Context: an optimization exercise on an open-source flow, tuned for small area. The choices shown serve that exercise and are no tape-out recipe.
RTL that was checked went through simulation tests only; none was proved equivalent to the original.
Power figures rest on the tool's default switching activity, not on a simulated workload.

==> inputs of try-zinc <==
==> flow/design.v <==
module RPM_reader(
    input  wire        clk,
    input  wire        rstn,
    input  wire        started,       
    input  wire        enc_a,
    input  wire        enc_b,
    output wire        edge_a,        
    output wire        edge_b,        
    output reg  [19:0] counter_a,
    output reg  [16:0] counter_b,
    output reg  [16:0] counter_a_reg,
    output reg         counter_a_reg_big,
    output wire [16:0] counter_a_reg_d,       
    output wire        counter_a_reg_big_d,   
    output reg         fwd,           
    output wire        fwd_d,
    output wire        a_over,        
    output wire        a_full,        
    input  wire [15:0] reading,       
    output reg         rpm_valid_o,
    output reg  [15:0] rpm_data_o
);
    reg enc_a_reg1, enc_a_reg2, enc_a_reg3, current_enc_a;
    reg enc_b_reg1, enc_b_reg2, enc_b_reg3, current_enc_b;
    always @(posedge clk or negedge rstn) begin
        if (!rstn) begin
            enc_a_reg1 <= 1'b0; enc_a_reg2 <= 1'b0; enc_a_reg3 <= 1'b0; current_enc_a <= 1'b0;
            enc_b_reg1 <= 1'b0; enc_b_reg2 <= 1'b0; enc_b_reg3 <= 1'b0; current_enc_b <= 1'b0;
        end else begin
            enc_a_reg1 <= enc_a; enc_a_reg2 <= enc_a_reg1; enc_a_reg3 <= enc_a_reg2; current_enc_a <= enc_a_reg3;
            enc_b_reg1 <= enc_b; enc_b_reg2 <= enc_b_reg1; enc_b_reg3 <= enc_b_reg2; current_enc_b <= enc_b_reg3;
        end
    end
    assign edge_a = enc_a_reg3 & ~current_enc_a;
    assign edge_b = enc_b_reg3 & ~current_enc_b;
    assign a_over = &{counter_a[19], counter_a[16], counter_a[13], counter_a[10:6], counter_a[0]};
    assign a_full = &{counter_a[19], counter_a[16], counter_a[13], counter_a[10:6]};
    wire   b_over = &{counter_b[16:14], counter_b[12], counter_b[10], counter_b[7:6], counter_b[0]};
    genvar k;
    wire read = edge_b & ~edge_a;
    wire [20:0] ca_c;                   
    wire [17:0] cb_c;
    assign ca_c[0] = ~edge_b & ~a_over;
    assign cb_c[0] = ~edge_a & ~edge_b & ~b_over;
    generate
        for (k = 0; k < 20; k = k + 1) begin : inca
            assign ca_c[k+1] = ca_c[k] & counter_a[k];
        end
        for (k = 0; k < 17; k = k + 1) begin : incb
            assign cb_c[k+1] = cb_c[k] & counter_b[k];
        end
    endgenerate
    wire [19:0] ca_next = (counter_a ^ ca_c[19:0]) & {20{started & ~edge_a}} | {19'd0, ~started};
    wire [16:0] cb_next = (counter_b ^ cb_c[16:0]) & {17{started & ~read}} | {16'd0, ~started};
    wire        load_car = started & edge_a;
    wire        keep_car = started & ~edge_a;
    assign counter_a_reg_d     = (counter_a[16:0] & {17{load_car}}) | (counter_a_reg & {17{keep_car}});
    assign counter_a_reg_big_d = (|counter_a[19:17] & load_car) | (counter_a_reg_big & keep_car);
    wire [16:0] lt;
    assign lt[0] = 1'b0;
    generate
        for (k = 0; k < 16; k = k + 1) begin : cmp
            assign lt[k+1] = ca_next[k] ? (cb_next[k+1] & lt[k]) : (cb_next[k+1] | lt[k]);
        end
    endgenerate
    assign fwd_d = lt[16] & ~|ca_next[19:16];
    always @(posedge clk) begin
        counter_a <= ca_next;
        counter_b <= cb_next;
        counter_a_reg <= counter_a_reg_d;
        counter_a_reg_big <= counter_a_reg_big_d;
        fwd <= fwd_d;
    end
    always @(posedge clk or negedge rstn) begin
        if (!rstn) begin
            rpm_valid_o <= 1'b0;
            rpm_data_o <= 16'd0;
        end else begin
            rpm_valid_o <= read;
            if (read)
                rpm_data_o <= reading;
        end
    end
endmodule
module rpm_div(
    input  wire [17:0] div,
    output wire [15:0] quo
);
    wire [16:0] rem [0:17];
    assign rem[17] = 17'd120000;
    genvar i, j;
    generate
        for (i = 16; i >= 0; i = i - 1) begin : st
            wire          hi_zero = ~|div[17:17-i];
            wire [16-i:0] flip;
            wire [17-i:0] bw;
            assign bw[0] = 1'b0;
            for (j = 0; j <= 16-i; j = j + 1) begin : bt
                wire a = rem[i+1][i+j];
                wire b = div[j];
                assign flip[j] = b ^ bw[j];
                assign bw[j+1] = a ? (b & bw[j]) : (b | bw[j]);
            end
            wire ok = hi_zero & ~bw[17-i];
            if (i <= 15) begin : qb
                assign quo[i] = ok;
            end
            if (i > 0) begin : up
                assign rem[i] = {rem[i+1][16:i] ^ (flip & {(17-i){ok}}), rem[i+1][i-1:0]};
            end else begin : up
                assign rem[i] = rem[i+1] ^ (flip & {17{ok}});
            end
        end
    endgenerate
endmodule
module rpm_pair(
    input  wire        clk,
    input  wire        rstn,
    input  wire        started,
    input  wire        enc0_a,
    input  wire        enc0_b,
    input  wire        enc1_a,
    input  wire        enc1_b,
    output wire        rpm0_valid_o,
    output wire [15:0] rpm0_data_o,
    output wire        rpm1_valid_o,
    output wire [15:0] rpm1_data_o
);
    wire        ea0, eb0, ea1, eb1;
    wire [19:0] ca0, ca1;
    wire [16:0] cb0, cb1, car0, car1, car0_d, car1_d;
    wire        big0, big1, big0_d, big1_d;
    wire        fwd0, fwd1, fwd0_d, fwd1_d;
    wire        aov0, aov1, afull0, afull1;
    wire [15:0] reading0, reading1;
    RPM_reader ch0 (
        .clk(clk), .rstn(rstn), .started(started), .enc_a(enc0_a), .enc_b(enc0_b),
        .edge_a(ea0), .edge_b(eb0), .counter_a(ca0), .counter_b(cb0),
        .counter_a_reg(car0), .counter_a_reg_big(big0),
        .counter_a_reg_d(car0_d), .counter_a_reg_big_d(big0_d), .fwd(fwd0), .fwd_d(fwd0_d),
        .a_over(aov0), .a_full(afull0), .reading(reading0),
        .rpm_valid_o(rpm0_valid_o), .rpm_data_o(rpm0_data_o)
    );
    RPM_reader ch1 (
        .clk(clk), .rstn(rstn), .started(started), .enc_a(enc1_a), .enc_b(enc1_b),
        .edge_a(ea1), .edge_b(eb1), .counter_a(ca1), .counter_b(cb1),
        .counter_a_reg(car1), .counter_a_reg_big(big1),
        .counter_a_reg_d(car1_d), .counter_a_reg_big_d(big1_d), .fwd(fwd1), .fwd_d(fwd1_d),
        .a_over(aov1), .a_full(afull1), .reading(reading1),
        .rpm_valid_o(rpm1_valid_o), .rpm_data_o(rpm1_data_o)
    );
    wire        pred0 = ~eb1 & ~eb0;
    wire [16:0] opa = eb1 ? car1 : car0_d;
    wire        opa_big = eb1 ? big1 : big0_d;
    wire [16:0] opb = eb1 ? cb1 : cb0;
    wire        cin = pred0 & ~ea0;                  
    wire [17:0] div;
    wire [17:0] cy;
    assign cy[0] = cin;
    genvar k;
    generate
        for (k = 0; k < 17; k = k + 1) begin : add
            assign div[k]  = opa[k] ^ opb[k] ^ cy[k];
            assign cy[k+1] = (opa[k] & opb[k]) | ((opa[k] ^ opb[k]) & cy[k]);
        end
    endgenerate
    assign div[17] = cy[17];
    wire [15:0] quo;
    rpm_div u_div (.div(div), .quo(quo));
    wire        aov = eb1 ? aov1 : (pred0 ? ~ea0 & afull0 : aov0);
    wire        fwd = eb1 ? fwd1 : (pred0 ? fwd0_d : fwd0);
    wire [15:0] mag = quo & {16{~opa_big & ~aov & (div != 18'd0)}};
    wire [15:0] below;
    assign below[0] = 1'b0;
    generate
        for (k = 1; k < 16; k = k + 1) begin : ng
            assign below[k] = below[k-1] | mag[k-1];
        end
    endgenerate
    wire [15:0] reading = mag ^ (below & {16{~fwd}});
    reg [15:0] hold;
    always @(posedge clk)
        hold <= reading;
    assign reading1 = reading;
    assign reading0 = eb1 ? hold : reading;
endmodule
module rpm_quad (
    input  wire         clk,
    input  wire         rstn,
    input  wire         enc0_a,
    input  wire         enc0_b,
    input  wire         enc1_a,
    input  wire         enc1_b,
    input  wire         enc2_a,
    input  wire         enc2_b,
    input  wire         enc3_a,
    input  wire         enc3_b,
    output wire         rpm0_valid_o,
    output wire [15:0]  rpm0_data_o,
    output wire         rpm1_valid_o,
    output wire [15:0]  rpm1_data_o,
    output wire         rpm2_valid_o,
    output wire [15:0]  rpm2_data_o,
    output wire         rpm3_valid_o,
    output wire [15:0]  rpm3_data_o
);
    reg started;
    always @(posedge clk or negedge rstn)
        if (!rstn) started <= 1'b0;
        else       started <= 1'b1;
    rpm_pair pair01 (
        .clk(clk), .rstn(rstn), .started(started),
        .enc0_a(enc0_a), .enc0_b(enc0_b), .enc1_a(enc1_a), .enc1_b(enc1_b),
        .rpm0_valid_o(rpm0_valid_o), .rpm0_data_o(rpm0_data_o),
        .rpm1_valid_o(rpm1_valid_o), .rpm1_data_o(rpm1_data_o)
    );
    rpm_pair pair23 (
        .clk(clk), .rstn(rstn), .started(started),
        .enc0_a(enc2_a), .enc0_b(enc2_b), .enc1_a(enc3_a), .enc1_b(enc3_b),
        .rpm0_valid_o(rpm2_valid_o), .rpm0_data_o(rpm2_data_o),
        .rpm1_valid_o(rpm3_valid_o), .rpm1_data_o(rpm3_data_o)
    );
endmodule
==> flow/flow/run.sh <==
#!/bin/bash
# Own layout flow: the standard flow (standard.sh) with
#  - the area-oriented synthesis of flow/synth.tcl (no adder cells, ABC script flow/area.abc),
#  - the smallest buffer (buf_1) on every input and output port,
#  - clock tree synthesis without dummy loads.
# Each make run's full output goes to a log file in this folder.
set -euo pipefail
here=$(pwd)
export OWN_ABC_SCRIPT="$here/flow/area.abc"
export BUFFER_PORTS_ARGS="-buffer_cell sky130_fd_sc_hd__buf_1"
cts="-sink_clustering_enable -repair_clock_nets -dont_use_dummy_load"
for k in CTS_CLUSTER_SIZE:-sink_clustering_size CTS_CLUSTER_DIAMETER:-sink_clustering_max_diameter CTS_BUF_LIST:-buf_list; do
  v=$(sed -n "s/^export ${k%%:*} = //p" config.mk)
  if [[ -n "$v" ]]; then cts="$cts ${k#*:} $v"; fi
done
export CTS_ARGS="$cts"
sed "s|SYNTH_SCRIPT=[^ ]*|SYNTH_SCRIPT=$here/flow/synth.tcl|" standard.sh > own_standard.sh
grep -q "SYNTH_SCRIPT=$here/flow/synth.tcl" own_standard.sh
echo "CTS_ARGS=$CTS_ARGS" > own_flow.log
bash own_standard.sh finish > make_finish.log 2>&1
test -f out/final.def
==> flow/flow/area.abc <==
strash
dc2
dch -f
amap
strash
dch -f
amap
strash
dch -f
amap
topo
==> flow/flow/synth.tcl <==
proc synth {args} { yosys synth -nofsm -noshare {*}$args }
proc abc {args} {
  set i [lsearch -exact $args -script]
  if { $i >= 0 } { lset args [expr {$i + 1}] $::env(OWN_ABC_SCRIPT) }
  yosys abc {*}$args
}
proc extract_fa {args} {}
source $::env(SCRIPTS_DIR)/synth.tcl
# left out here: clear keep_hierarchy, flatten, clean up, hide names made inside functions, write 1_2_yosys.v
==> flow/standard.sh <==
#!/bin/bash
# synth_recipe.tcl (not shown) runs the flow's synth.tcl, then flattens the netlist and writes it again
# the make line also repeats each setting of config.mk as NAME=value (left out here)
make -C /OpenROAD-flow-scripts/flow DESIGN_CONFIG=/design/flow/config.mk WORK_HOME=/design/flow/orfs CLKGATE_MAP_FILE= SYNTH_SCRIPT=/design/flow/synth_recipe.tcl "${@:-finish}"
==> flow/config.mk <==
export PLATFORM = sky130hd
export DESIGN_NAME = rpm_quad
export DESIGN_NICKNAME = rpm_quad
export VERILOG_FILES = /design/flow/design.v
export SDC_FILE = /design/flow/constraint.sdc
export NUM_CORES = 4
export LEC_CHECK = 0
export ABC_AREA = 1
export CAP_MARGIN = 10
export CORE_MARGIN = 2
export CORE_UTILIZATION = 65
export CTS_BUF_LIST = sky130_fd_sc_hd__clkbuf_8
export CTS_CLUSTER_DIAMETER = 60
export CTS_CLUSTER_SIZE = 16
export GPL_TIMING_DRIVEN = 0
export SLEW_MARGIN = 10
==> flow/constraint.sdc <==
create_clock -name core_clock -period 120.0 [get_ports {clk}]
set_input_delay 24.0000 -clock core_clock [delete_from_list [all_inputs] [get_ports {clk}]]
set_output_delay 24.0000 -clock core_clock [all_outputs]
set_load 0.01 [all_outputs]
==> inputs of try-tundra, as changes to try-zinc <==
==> flow/design.v, changed modules only <==
module RPM_reader(
    input  wire        clk,
    input  wire        rstn,
    input  wire        started,       
    input  wire        enc_a,
    input  wire        enc_b,
    output wire        edge_a,        
    output wire        edge_b,        
    output reg  [19:0] counter_a,
    output reg  [16:0] counter_b,
    output reg  [16:0] counter_a_reg,
    output reg         counter_a_reg_big,
    output wire        a_over,        
    output wire        a_full,        
    input  wire [15:0] mag,           
    output reg         rpm_valid_o,
    output reg  [15:0] rpm_data_o
);
    reg enc_a_reg1, enc_a_reg2, enc_a_reg3, current_enc_a;
    reg enc_b_reg1, enc_b_reg2, enc_b_reg3, current_enc_b;
    always @(posedge clk or negedge rstn) begin
        if (!rstn) begin
            enc_a_reg1 <= 1'b0; enc_a_reg2 <= 1'b0; enc_a_reg3 <= 1'b0; current_enc_a <= 1'b0;
            enc_b_reg1 <= 1'b0; enc_b_reg2 <= 1'b0; enc_b_reg3 <= 1'b0; current_enc_b <= 1'b0;
        end else begin
            enc_a_reg1 <= enc_a; enc_a_reg2 <= enc_a_reg1; enc_a_reg3 <= enc_a_reg2; current_enc_a <= enc_a_reg3;
            enc_b_reg1 <= enc_b; enc_b_reg2 <= enc_b_reg1; enc_b_reg3 <= enc_b_reg2; current_enc_b <= enc_b_reg3;
        end
    end
    assign edge_a = enc_a_reg3 & ~current_enc_a;
    assign edge_b = enc_b_reg3 & ~current_enc_b;
    assign a_over = &{counter_a[19], counter_a[16], counter_a[13], counter_a[10:6], counter_a[0]};
    assign a_full = &{counter_a[19], counter_a[16], counter_a[13], counter_a[10:6]};
    wire   b_over = &{counter_b[16:14], counter_b[12], counter_b[10], counter_b[7:6], counter_b[0]};
    wire   fwd    = counter_a < {4'd0, counter_b[16:1]};
    wire [15:0] reading = fwd ? mag : -mag;
    wire read = edge_b & ~edge_a;
    wire [19:0] ca_next = (counter_a + {19'd0, ~edge_b & ~a_over}) & {20{started & ~edge_a}} | {19'd0, ~started};
    wire [16:0] cb_next = (counter_b + {16'd0, ~edge_a & ~edge_b & ~b_over}) & {17{started & ~read}} | {16'd0, ~started};
    wire        load_car = started & edge_a;
    wire        keep_car = started & ~edge_a;
    always @(posedge clk) begin
        counter_a <= ca_next;
        counter_b <= cb_next;
        counter_a_reg <= (counter_a[16:0] & {17{load_car}}) | (counter_a_reg & {17{keep_car}});
        counter_a_reg_big <= (|counter_a[19:17] & load_car) | (counter_a_reg_big & keep_car);
    end
    always @(posedge clk or negedge rstn) begin
        if (!rstn) begin
            rpm_valid_o <= 1'b0;
            rpm_data_o <= 16'd0;
        end else begin
            rpm_valid_o <= read;
            if (read)
                rpm_data_o <= reading;
        end
    end
endmodule
module rpm_div(
    input  wire [17:0] divn,          
    output wire [15:0] quo
);
    wire [16:0] rem [0:17];
    assign rem[17] = 17'd120000;
    genvar i, j;
    generate
        for (i = 16; i >= 0; i = i - 1) begin : st
            wire          hi_zero = &divn[17:17-i];
            wire [16-i:0] d;
            wire [17-i:0] c;                  
            assign c[0] = 1'b1;
            for (j = 0; j <= 16-i; j = j + 1) begin : bt
                wire a = rem[i+1][i+j];
                wire b = divn[j];
                assign d[j]   = a ^ b ^ c[j];
                assign c[j+1] = (a & b) | (a & c[j]) | (b & c[j]);
            end
            wire ok = hi_zero & c[17-i];
            if (i <= 15) begin : qb
                assign quo[i] = ok;
            end
            if (i > 0) begin : up
                assign rem[i] = ok ? {d, rem[i+1][i-1:0]} : rem[i+1];
            end else begin : up
                assign rem[i] = ok ? d : rem[i+1];
            end
        end
    endgenerate
endmodule
module rpm_pair(
    input  wire        clk,
    input  wire        rstn,
    input  wire        started,
    input  wire        enc0_a,
    input  wire        enc0_b,
    input  wire        enc1_a,
    input  wire        enc1_b,
    output wire        rpm0_valid_o,
    output wire [15:0] rpm0_data_o,
    output wire        rpm1_valid_o,
    output wire [15:0] rpm1_data_o
);
    wire        ea0, eb0, ea1, eb1;
    wire [19:0] ca0, ca1;
    wire [16:0] cb0, cb1, car0, car1;
    wire        big0, big1;
    wire        aov0, aov1, afull0, afull1;
    wire [15:0] mag0, mag1;
    RPM_reader ch0 (
        .clk(clk), .rstn(rstn), .started(started), .enc_a(enc0_a), .enc_b(enc0_b),
        .edge_a(ea0), .edge_b(eb0), .counter_a(ca0), .counter_b(cb0),
        .counter_a_reg(car0), .counter_a_reg_big(big0), .a_over(aov0), .a_full(afull0), .mag(mag0),
        .rpm_valid_o(rpm0_valid_o), .rpm_data_o(rpm0_data_o)
    );
    RPM_reader ch1 (
        .clk(clk), .rstn(rstn), .started(started), .enc_a(enc1_a), .enc_b(enc1_b),
        .edge_a(ea1), .edge_b(eb1), .counter_a(ca1), .counter_b(cb1),
        .counter_a_reg(car1), .counter_a_reg_big(big1), .a_over(aov1), .a_full(afull1), .mag(mag1),
        .rpm_valid_o(rpm1_valid_o), .rpm_data_o(rpm1_data_o)
    );
    wire        pred0 = ~eb1 & ~eb0;
    wire        use_ca0 = pred0 & ea0;               
    wire [16:0] opa = eb1 ? car1 : (use_ca0 ? ca0[16:0] : car0);
    wire        opa_big = eb1 ? big1 : (use_ca0 ? |ca0[19:17] : big0);
    wire [16:0] opb = eb1 ? cb1 : cb0;
    wire        cin = pred0 & ~ea0;                  
    wire [17:0] div;
    wire [17:0] cy;
    assign cy[0] = cin;
    genvar k;
    generate
        for (k = 0; k < 17; k = k + 1) begin : add
            assign div[k]  = opa[k] ^ opb[k] ^ cy[k];
            assign cy[k+1] = (opa[k] & opb[k]) | ((opa[k] ^ opb[k]) & cy[k]);
        end
    endgenerate
    assign div[17] = cy[17];
    wire [15:0] quo;
    rpm_div u_div (.divn(~div), .quo(quo));
    wire        aov = eb1 ? aov1 : (pred0 ? ~ea0 & afull0 : aov0);
    wire [15:0] mag = quo & {16{~opa_big & ~aov & (div != 18'd0)}};
    reg [15:0] hold;
    always @(posedge clk)
        hold <= mag;
    assign mag1 = mag;
    assign mag0 = eb1 ? hold : mag;
endmodule
--- a/flow/flow/run.sh
+++ b/flow/flow/run.sh
@@ -1,5 +1,5 @@
 #!/bin/bash
 # Own layout flow: the standard flow (standard.sh) with
-#  - the area-oriented synthesis of flow/synth.tcl (no adder cells, ABC script flow/area.abc),
+#  - the area-oriented ABC mapping of flow/synth.tcl,
 #  - the smallest buffer (buf_1) on every input and output port,
 #  - clock tree synthesis without dummy loads.
==> flow/flow/area.abc (replaced) <==
strash
dc2
dch -f
amap
strash
dc2
dch -f
amap
topo
--- a/flow/flow/synth.tcl
+++ b/flow/flow/synth.tcl
@@ -5,5 +5,4 @@
   yosys abc {*}$args
 }
-proc extract_fa {args} {}
 source $::env(SCRIPTS_DIR)/synth.tcl
 # left out here: clear keep_hierarchy, flatten, clean up, hide names made inside functions, write 1_2_yosys.v
CAP_MARGIN = 20   (was 10)
CTS_CLUSTER_SIZE = 12   (was 16)
GPL_TIMING_DRIVEN = unset   (was 0)
SLEW_MARGIN = 20   (was 10)
==> inputs of try-raven, as changes to try-zinc <==
CAP_MARGIN = 20   (was 10)
GPL_TIMING_DRIVEN = unset   (was 0)
SLEW_MARGIN = 20   (was 10)
==> summary.txt <==
Worst setup path
  • Data required time at the worst endpoint: 120.55 ns
  • Startpoint of the lowest-slack register-to-register path: pair23.ch1.current_enc_b$_DFF_PN0_
  • Cell with the largest stage delay on the worst path: sky130_fd_sc_hd__o22ai_1

GRT
  • First-pass GRT wire length: between 100 and 150 mm
  • Number of antenna violations at the first check in global routing: 1

Pwr
  • Clock share of power: a little over an eighth

Synth
  • Share of the synthesized area in the top cell type: roughly a quarter
  • Async set-or-reset flop fraction in the synthesized netlist: ~28%
  • Most common cell in the synthesized netlist: sky130_fd_sc_hd__nor2_1
  • Synth Register Bits: around 360

Clock network
  • CTS clk-pin slew, worst paths: 0.10 ns

Final layout
  • Filler Cell Count: 2880
  • FFs & Latches: 357

Detailed routing
  • Total met2 wirelength after detailed routing: 27.1 mm

Status
  • Run status: timing/DRC/antenna clean
# the run above: try-raven

==> summary.txt <==
Die
  • Site row count: between 60 and 70
  • Boundary Pins: 78

GRT
  • Met2 track demand over resource: a little over half
  • Number of antenna violations at the first check in global routing: 0

Final layout
  • Non-clock buffering overhead in the final layout: roughly 2.2%
  • FFs & Latches: roughly 360
  • Filler Cell Count: 2944

Synth
  • Synth Register Bits: 357
  • Most common cell in the synthesized netlist: sky130_fd_sc_hd__nor2_1
  • Share of the synthesized area in the top cell type: 23.4%

Clock network
  • CTS clk-pin slew, worst paths: approximately 0.090 ns

Worst setup path
  • Endpoint of the worst register-to-register path: pair01.ch0.rpm_data_o[14]$_DFFE_PN0P_
  • Critical path buffers and inverters: 23
  • Cell with the largest stage delay on the worst path: sky130_fd_sc_hd__clkinv_1
  • Data required time at the worst endpoint: between 100 and 150 ns

STA
  • Slew Limit Fails: 0

Pwr
  • Clock share of power: between 10 and 15%

Detailed routing
  • Total met2 wirelength after detailed routing: about 26 mm
  • Highest Signal Layer: met4

Status
  • Run status: timing/DRC/antenna clean
# the run above: try-zinc

==> summary.txt <==
Synth
  • Async set-or-reset flop fraction in the synthesized netlist: approximately 29%
  • Synth Register Bits: ~350
  • Main combinational cell family by area after synthesis: adder cells
  • Share of the synthesized area in the top cell type: between 20% and 30%

GRT
  • First-pass GRT wire length: 107 mm
  • Number of antenna violations at the first check in global routing: 0

Die
  • Boundary Pins: between 70 and 80

Worst setup path
  • Data required time at the worst endpoint: 120.44 ns
  • Startpoint of the lowest-slack register-to-register path: pair23.ch1.current_enc_b$_DFF_PN0_
  • Cell with the largest stage delay on the worst path: sky130_fd_sc_hd__clkinv_1

Status
  • Run status: timing/DRC/antenna clean

Pwr
  • Clock share of power: 11.7%

Final layout
  • FFs & Latches: 353
  • Filler Cell Count: just under 3000
  • Most common cell after layout, fill and taps aside: sky130_fd_sc_hd__clkinv_1
  • Clock buf/inv share: just over 2%

Detailed routing
  • Total met2 wirelength after detailed routing: a little under 30 mm

Clock network
  • CTS clk-pin slew, worst paths: around 0.080 ns
# the run above: try-tundra

The RTL of try-zinc and try-raven was laid out without a check of its function.

==> port drivers added, routing unchanged <==
No port has a modelled driver above. Below, the same layouts with a new extraction and two added sets of constraints. Step 1 sets driving cells, clkbuf_16 on the clock port and buf_2 on the other inputs (assumed; they add their load-dependent delay and slew). Step 2 moves the port delays by t, midway between the first and last clock arrival at a register: inputs arrive t later, outputs are due t later. That takes back most of the time a late clock gives input paths. Slacks: no drivers / after step 1 / after step 2; pairs: no drivers / after step 1.
| run | t (ns) | setup slack, ns | worst setup path after step 2 | worst register clock-pin slew, ns | worst slew at a driven data input, ns |
|---|---|---|---|---|---|
| try-zinc | 0.666 | 58.546 / 58.546 / 58.546 | register to register | 0.10 / 0.10 | 0.04 |
| try-tundra | 0.621 | 48.768 / 48.768 / 48.768 | register to register | 0.09 / 0.09 | 0.04 |
| try-raven | 0.660 | 62.158 / 62.158 / 62.158 | register to register | 0.11 / 0.11 | 0.04 |
After both steps every run listed still meets setup and hold.
